From an optimization exercise on the open Yosys and OpenROAD flow, aimed at small area and few clock cycles per item; shortcuts taken in it are not production practice. Function was checked by simulation only, so behaviour that the tests miss may differ from the original. No driver is modelled on the clock port, so clock power and skew are understated where the tree is cut down; a real chip needs a root buffer or a tree. Power is estimated from default activity; no workload was simulated.

== v3 ==
==> flow/design.v (excerpt) <==
module aq_axils_sample
(
  input         ARESETN,
  input         ACLK,
  input [31:0]  S_AXI_AWADDR,
  input [3:0]   S_AXI_AWCACHE,
  input [2:0]   S_AXI_AWPROT,
  input         S_AXI_AWVALID,
  output        S_AXI_AWREADY,
  input [31:0]  S_AXI_WDATA,
  input [3:0]   S_AXI_WSTRB,
  input         S_AXI_WVALID,
  output        S_AXI_WREADY,
  output        S_AXI_BVALID,
  input         S_AXI_BREADY,
  output [1:0]  S_AXI_BRESP,
  input [31:0]  S_AXI_ARADDR,
  input [3:0]   S_AXI_ARCACHE,
  input [2:0]   S_AXI_ARPROT,
  input         S_AXI_ARVALID,
  output        S_AXI_ARREADY,
  output [31:0] S_AXI_RDATA,
  output [1:0]  S_AXI_RRESP,
  output        S_AXI_RVALID,
  input         S_AXI_RREADY,
  output [31:0] LOCAL_REG0,
  output [31:0] LOCAL_REG1,
  output [31:0] LOCAL_REG2,
  output [31:0] LOCAL_REG3
);
Size in the first run: roughly 300 cells after synthesis, roughly 130 flip-flops, ~290 I/O pins.
clock: 5.0 ns
lec_check: 0
cap_margin: 0
core_margin: 2
core_utilization: 70
slew_margin: 0
standard.sh (not shown) runs the stock make flow with config.mk's settings and CLKGATE_MAP_FILE= SYNTH_SCRIPT=/design/flow/synth_recipe.tcl, a recipe that flattens the netlist after the stock synthesis.
==> flow/flow/run.sh <==
#!/bin/bash
# The standard layout, with the smallest buffer cell on the ports and a
# hand-built clock tree (flow/clock_tree.tcl) in place of TritonCTS.
set -euo pipefail
bash standard.sh "BUFFER_PORTS_ARGS=-buffer_cell sky130_fd_sc_hd__buf_1" \
  "PRE_CTS_TCL=$PWD/flow/clock_tree.tcl" \
  finish > standard_flow.log 2>&1
==> flow/flow/clock_tree.tcl <==
# Build the clock tree by hand, in place of TritonCTS: the clock port drives
# a few leaf buffers, each driving the registers of one region of the core
# (the sinks split into n_split_x columns of equal count, each column into
# n_split_y parts of equal count).
set leaf_master sky130_fd_sc_hd__clkbuf_16
set n_split_x 2
set n_split_y 2
set root_master sky130_fd_sc_hd__clkbuf_8
set max_port_loads 4

set block [ord::get_db_block]
set db [ord::get_db]
set clk_net [$block findNet ACLK]
set master [$db findMaster $leaf_master]

set sinks {}
foreach it [$clk_net getITerms] {
  set inst [$it getInst]
  set box [$inst getBBox]
  set x [expr {([$box xMin] + [$box xMax]) / 2}]
  set y [expr {([$box yMin] + [$box yMax]) / 2}]
  lappend sinks [list $x $y $it]
}
puts "clock_tree: [llength $sinks] sinks on ACLK"

# split items, sorted on coordinate idx, into n parts of near equal size
proc split_parts {items idx n} {
  set s [lsort -integer -index $idx $items]
  set parts {}
  set len [llength $s]
  for {set i 0} {$i < $n} {incr i} {
    set a [expr {($i * $len) / $n}]
    set b [expr {(($i + 1) * $len) / $n - 1}]
    lappend parts [lrange $s $a $b]
  }
  return $parts
}

set groups {}
foreach col [split_parts $sinks 0 $n_split_x] {
  foreach q [split_parts $col 1 $n_split_y] { lappend groups $q }
}

set leaf_in $clk_net
if { [llength $groups] > $max_port_loads } {
  set rmaster [$db findMaster $root_master]
  set root [odb::dbInst_create $block $rmaster "clkbuf_root"]
  set leaf_in [odb::dbNet_create $block "clknet_root"]
  $leaf_in setSigType CLOCK
  [$root findITerm A] connect $clk_net
  [$root findITerm X] connect $leaf_in
  set sx 0; set sy 0
  foreach s $sinks { incr sx [lindex $s 0]; incr sy [lindex $s 1] }
  set cx [expr {$sx / [llength $sinks]}]
  set cy [expr {$sy / [llength $sinks]}]
  $root setLocation [expr {$cx - [$rmaster getWidth] / 2}] [expr {$cy - [$rmaster getHeight] / 2}]
  $root setPlacementStatus PLACED
  puts "clock_tree: root buffer at ([expr {$cx / 1000.0}], [expr {$cy / 1000.0}])"
}

set k 0
foreach g $groups {
  set sx 0; set sy 0
  foreach s $g { incr sx [lindex $s 0]; incr sy [lindex $s 1] }
  set n [llength $g]
  set cx [expr {$sx / $n}]
  set cy [expr {$sy / $n}]
  set buf [odb::dbInst_create $block $master "clkbuf_leaf_$k"]
  set net [odb::dbNet_create $block "clknet_leaf_$k"]
  $net setSigType CLOCK
  foreach s $g {
    set it [lindex $s 2]
    $it disconnect
    $it connect $net
  }
  [$buf findITerm A] connect $leaf_in
  [$buf findITerm X] connect $net
  $buf setLocation [expr {$cx - [$master getWidth] / 2}] [expr {$cy - [$master getHeight] / 2}]
  $buf setPlacementStatus PLACED
  puts "clock_tree: leaf $k drives $n sinks from ([expr {$cx / 1000.0}], [expr {$cy / 1000.0}])"
  incr k
}
$clk_net setSigType CLOCK

set_propagated_clock [all_clocks]

# The tree is built: TritonCTS is not run.
proc clock_tree_synthesis {args} {
  puts "clock_tree: hand-built tree in place, clock_tree_synthesis skipped"
}
Testbench counts of v3, summed over its fixed seeds: cycles 4,096, items 2,048.
diff inputs: v3 => v56
==> flow/flow/run.sh <==
#!/bin/bash
# The standard layout, with the smallest buffer cell on the ports, a
# hand-built clock tree (flow/clock_tree.tcl) in place of TritonCTS, and
# cells sized down after it (flow/recover.tcl).
set -euo pipefail
bash standard.sh "BUFFER_PORTS_ARGS=-buffer_cell sky130_fd_sc_hd__buf_1" \
  "PRE_CTS_TCL=$PWD/flow/clock_tree.tcl" \
  "POST_CTS_TCL=$PWD/flow/recover.tcl" \
  finish > standard_flow.log 2>&1
-- flow/flow/clock_tree.tcl --
<<< v3, line 5
set leaf_master sky130_fd_sc_hd__clkbuf_16
>>> v56, line 5
set leaf_master sky130_fd_sc_hd__clkbuf_8
<<< v3, line 7
set n_split_y 2
set root_master sky130_fd_sc_hd__clkbuf_8
>>> v56, line 7
set n_split_y 4
set root_master sky130_fd_sc_hd__clkbuf_4
==> flow/flow/recover.tcl (new file) <==
# After the clock tree: the design has ample setup slack, so size cells down
# where timing allows, then repair any slew or capacitance this leaves.
repair_timing -recover_power 100
repair_design -slew_margin 10 -cap_margin 10
[summary]
Every stage of the flow completed for v3, and the final layout passed the timing, DRC and antenna checks.
In the summary table, v56 is marked failed, with error DRT-0073 raised in global routing (5_1_grt).
Diff v3..v56 | floorplan die height | unchanged
Any difference in share of synthesized area occupied by flip-flops and latches between v3 and v56 is small enough to ignore.
~same synthesized cell count in v3 and v56
On fraction of registers with async set/reset, v3 tracks v56 almost exactly.
Any difference in synthesized area divided by synthesized cell count between v3 and v56 is small enough to ignore.
Area fraction in compound gates after synthesis delta (v3 -> v56): insignificant
v3 -> v56: area after synthesis delta 0, exact match
On global placement routability congestion, v3 and v56 are neck and neck.
Reported for v3 and v56, total instance count after detailed placement turned out identical to the last digit.
Count of flip-flops with a built-in enable after synthesis: v56 vs v3 identical
Input-level comparison between v44 and v56:
==> flow/flow/run.sh <==
#!/bin/bash
# The standard layout, with the smallest buffer cell on the ports and a
# hand-built clock tree (flow/clock_tree.tcl) in place of TritonCTS.
set -euo pipefail
bash standard.sh "BUFFER_PORTS_ARGS=-buffer_cell sky130_fd_sc_hd__buf_1" \
  "PRE_CTS_TCL=$PWD/flow/clock_tree.tcl" \
  finish > standard_flow.log 2>&1
removed: flow/flow/recover.tcl
### Flow results
- Diff v44..v56 | number of primary I/O pins | unchanged
- v44 -> v56: sum of net half-perimeters after detailed placement flat
- Comparing v56 against v44, there is no change at all in post-synthesis instance total.
- v44 | status: complete | timing, DRC, antenna: pass
- Taking v56 as the reference, in v44 number of unique standard cell types used by synthesis saw little to no change, initial core utilization saw little to no change.
- Taking v56 as the reference, in v44 setup slack after placement level; floorplan die height level; cell area after synthesis level; fraction of the mapped netlist area in compound gates level.
Modified inputs, v47 compared to v44
# v44
export LEC_CHECK = 0
export CAP_MARGIN = 0
export CORE_MARGIN = 2
export CORE_UTILIZATION = 70
export SLEW_MARGIN = 0
create_clock -name core_clock -period 5.0 [get_ports {ACLK}]
# v47
export LEC_CHECK = 0
export CAP_MARGIN = 20
export CORE_MARGIN = 2
export CORE_UTILIZATION = 50
export SLEW_MARGIN = 20
create_clock -name core_clock -period 5.0 [get_ports {ACLK}]
-- flow/flow/clock_tree.tcl --
<<< v44, line 5
set leaf_master sky130_fd_sc_hd__clkbuf_8
>>> v47, line 5
set leaf_master sky130_fd_sc_hd__clkbuf_16
<<< v44, line 7
set n_split_y 4
set root_master sky130_fd_sc_hd__clkbuf_4
set max_port_loads 4
>>> v47, line 7
set n_split_y 2
<<< v44, line 44
set leaf_in $clk_net
if { [llength $groups] > $max_port_loads } {
  set rmaster [$db findMaster $root_master]
  set root [odb::dbInst_create $block $rmaster "clkbuf_root"]
  set leaf_in [odb::dbNet_create $block "clknet_root"]
  $leaf_in setSigType CLOCK
  [$root findITerm A] connect $clk_net
  [$root findITerm X] connect $leaf_in
  set sx 0; set sy 0
  foreach s $sinks { incr sx [lindex $s 0]; incr sy [lindex $s 1] }
  set cx [expr {$sx / [llength $sinks]}]
  set cy [expr {$sy / [llength $sinks]}]
  $root setLocation [expr {$cx - [$rmaster getWidth] / 2}] [expr {$cy - [$rmaster getHeight] / 2}]
  $root setPlacementStatus PLACED
  puts "clock_tree: root buffer at ([expr {$cx / 1000.0}], [expr {$cy / 1000.0}])"
}

>>> v47, line 42
<<< v44, line 76
  [$buf findITerm A] connect $leaf_in
>>> v47, line 57
  [$buf findITerm A] connect $clk_net
Findings:
v47 finished every step from synthesis to the final layout, and the layout passed the timing, DRC and antenna checks.
Of the two values seen for kind of critical path, flip-flop to primary output was produced by v44 and primary input to flip-flop by v47.
On v47: total cell area at the placement stage is 61 µm² higher than what v44 gave.
When v47 is measured against v44, its sequential share of layout area turns out 0.34 points lower.
[diff] wire length, v47 relative to v44: improvement
Looking at total design power, v47 sits below v44.
For v44, the critical path endpoint was S_AXI_RDATA[28], unlike v47, where it was reg_data0[6]$_DFFE_PP_.
Diff v44 -> v47: final cell area excluding filler cells higher, global routing met2 resource utilization decreased by 26 points relative to the old numbers.
Comparing v44 and v47, the lower average wire length per cell after detail routing was measured on v47.
Input changes introduced in v23 (baseline for comparison: v47):
# v47
export LEC_CHECK = 0
export CAP_MARGIN = 20
export CORE_MARGIN = 2
export CORE_UTILIZATION = 50
export SLEW_MARGIN = 20
create_clock -name core_clock -period 5.0 [get_ports {ACLK}]
# v23
export LEC_CHECK = 0
export CAP_MARGIN = 0
export CORE_MARGIN = 2
export CORE_UTILIZATION = 70
export SLEW_MARGIN = 0
create_clock -name core_clock -period 5.0 [get_ports {ACLK}]
==> flow/flow/run.sh <==
#!/bin/bash
# The standard layout, with the smallest buffer cell on the ports, a
# hand-built clock tree (flow/clock_tree.tcl) in place of TritonCTS, and
# cells sized down after it (flow/recover.tcl).
set -euo pipefail
bash standard.sh "BUFFER_PORTS_ARGS=-buffer_cell sky130_fd_sc_hd__buf_1" \
  "PRE_CTS_TCL=$PWD/flow/clock_tree.tcl" \
  "POST_CTS_TCL=$PWD/flow/recover.tcl" \
  finish > standard_flow.log 2>&1
-- flow/flow/clock_tree.tcl --
<<< v47, line 5
set leaf_master sky130_fd_sc_hd__clkbuf_16
>>> v23, line 5
set leaf_master sky130_fd_sc_hd__clkbuf_8
<<< v47, line 7
set n_split_y 2
>>> v23, line 7
set n_split_y 4
set root_master sky130_fd_sc_hd__clkbuf_4
set max_port_loads 4
<<< v47, line 42
>>> v23, line 44
set leaf_in $clk_net
if { [llength $groups] > $max_port_loads } {
  set rmaster [$db findMaster $root_master]
  set root [odb::dbInst_create $block $rmaster "clkbuf_root"]
  set leaf_in [odb::dbNet_create $block "clknet_root"]
  $leaf_in setSigType CLOCK
  [$root findITerm A] connect $clk_net
  [$root findITerm X] connect $leaf_in
  set sx 0; set sy 0
  foreach s $sinks { incr sx [lindex $s 0]; incr sy [lindex $s 1] }
  set cx [expr {$sx / [llength $sinks]}]
  set cy [expr {$sy / [llength $sinks]}]
  $root setLocation [expr {$cx - [$rmaster getWidth] / 2}] [expr {$cy - [$rmaster getHeight] / 2}]
  $root setPlacementStatus PLACED
  puts "clock_tree: root buffer at ([expr {$cx / 1000.0}], [expr {$cy / 1000.0}])"
}

<<< v47, line 57
  [$buf findITerm A] connect $clk_net
>>> v23, line 76
  [$buf findITerm A] connect $leaf_in
==> flow/flow/recover.tcl (new file) <==
# After the clock tree: the design has ample setup slack, so size cells down
# where timing allows, repair any slew or capacitance this leaves, and
# legalize what the repair moved or added.
repair_timing -recover_power 100
repair_design -slew_margin 10 -cap_margin 10
detailed_placement
check_placement -verbose
- v47 consumes less power than v23.
- Compared to v47, v23 has fraction of met1 tracks used by global routing 12 points higher.
- Comparing v47 and v23, the higher total clock network power is on v23.
- Category of the critical setup timing path: flip-flop to primary output -> v23, primary input to flip-flop -> v47
- [compare] base=v47 new=v23: leakage dissipation shows a reduction of about 1.6%; post-detailed-routing wire length climbed about 16%; sequential share of layout area picked up an extra 0.47 points; post-synthesis to final-layout area growth fell 0.87 points; final worst-path setup slack moved down.
- Relative to v47, source-to-sink clock delay at the later pin of the worst-skew pair has increased by 270 ps in v23.
In v3, v44, v47 and v23 the design's own scripts or RTL, not TritonCTS, make the clock network.

afterwards: timing with drivers on the ports:
No port has a modelled driver above. Below, the same layouts with a new extraction and two added sets of constraints.
Step 1: set_driving_cell puts a clkbuf_16 on ACLK and a buf_2 on each other input, an assumption about the parent block.
Step 2 also shifts input and output timing later by t, the mid clock arrival at the registers, as if the neighbouring blocks saw the same clock.
Three values: ideal ports, drivers, drivers and shift; two values: the first two.
run | shift t [ns] | slack for setup (ns) | worst setup path after step 2 | worst data-port slew with drivers (ns)
v3 | 0.248 | 1.737 / 1.791 / 1.542 | input to register | 0.09
v44 | 0.462 | 1.929 / 1.894 / 1.568 | input to register | 0.10
v47 | 0.254 | 2.014 / 2.077 / 1.823 | input to register | 0.06
v23 | 0.466 | 1.265 / 1.232 / 1.386 | input to register | 0.10
After both steps every run listed still meets setup and hold. The setup slack of v44, which loses most, moves by -0.035 ns with the drivers and by -0.361 ns with both steps.
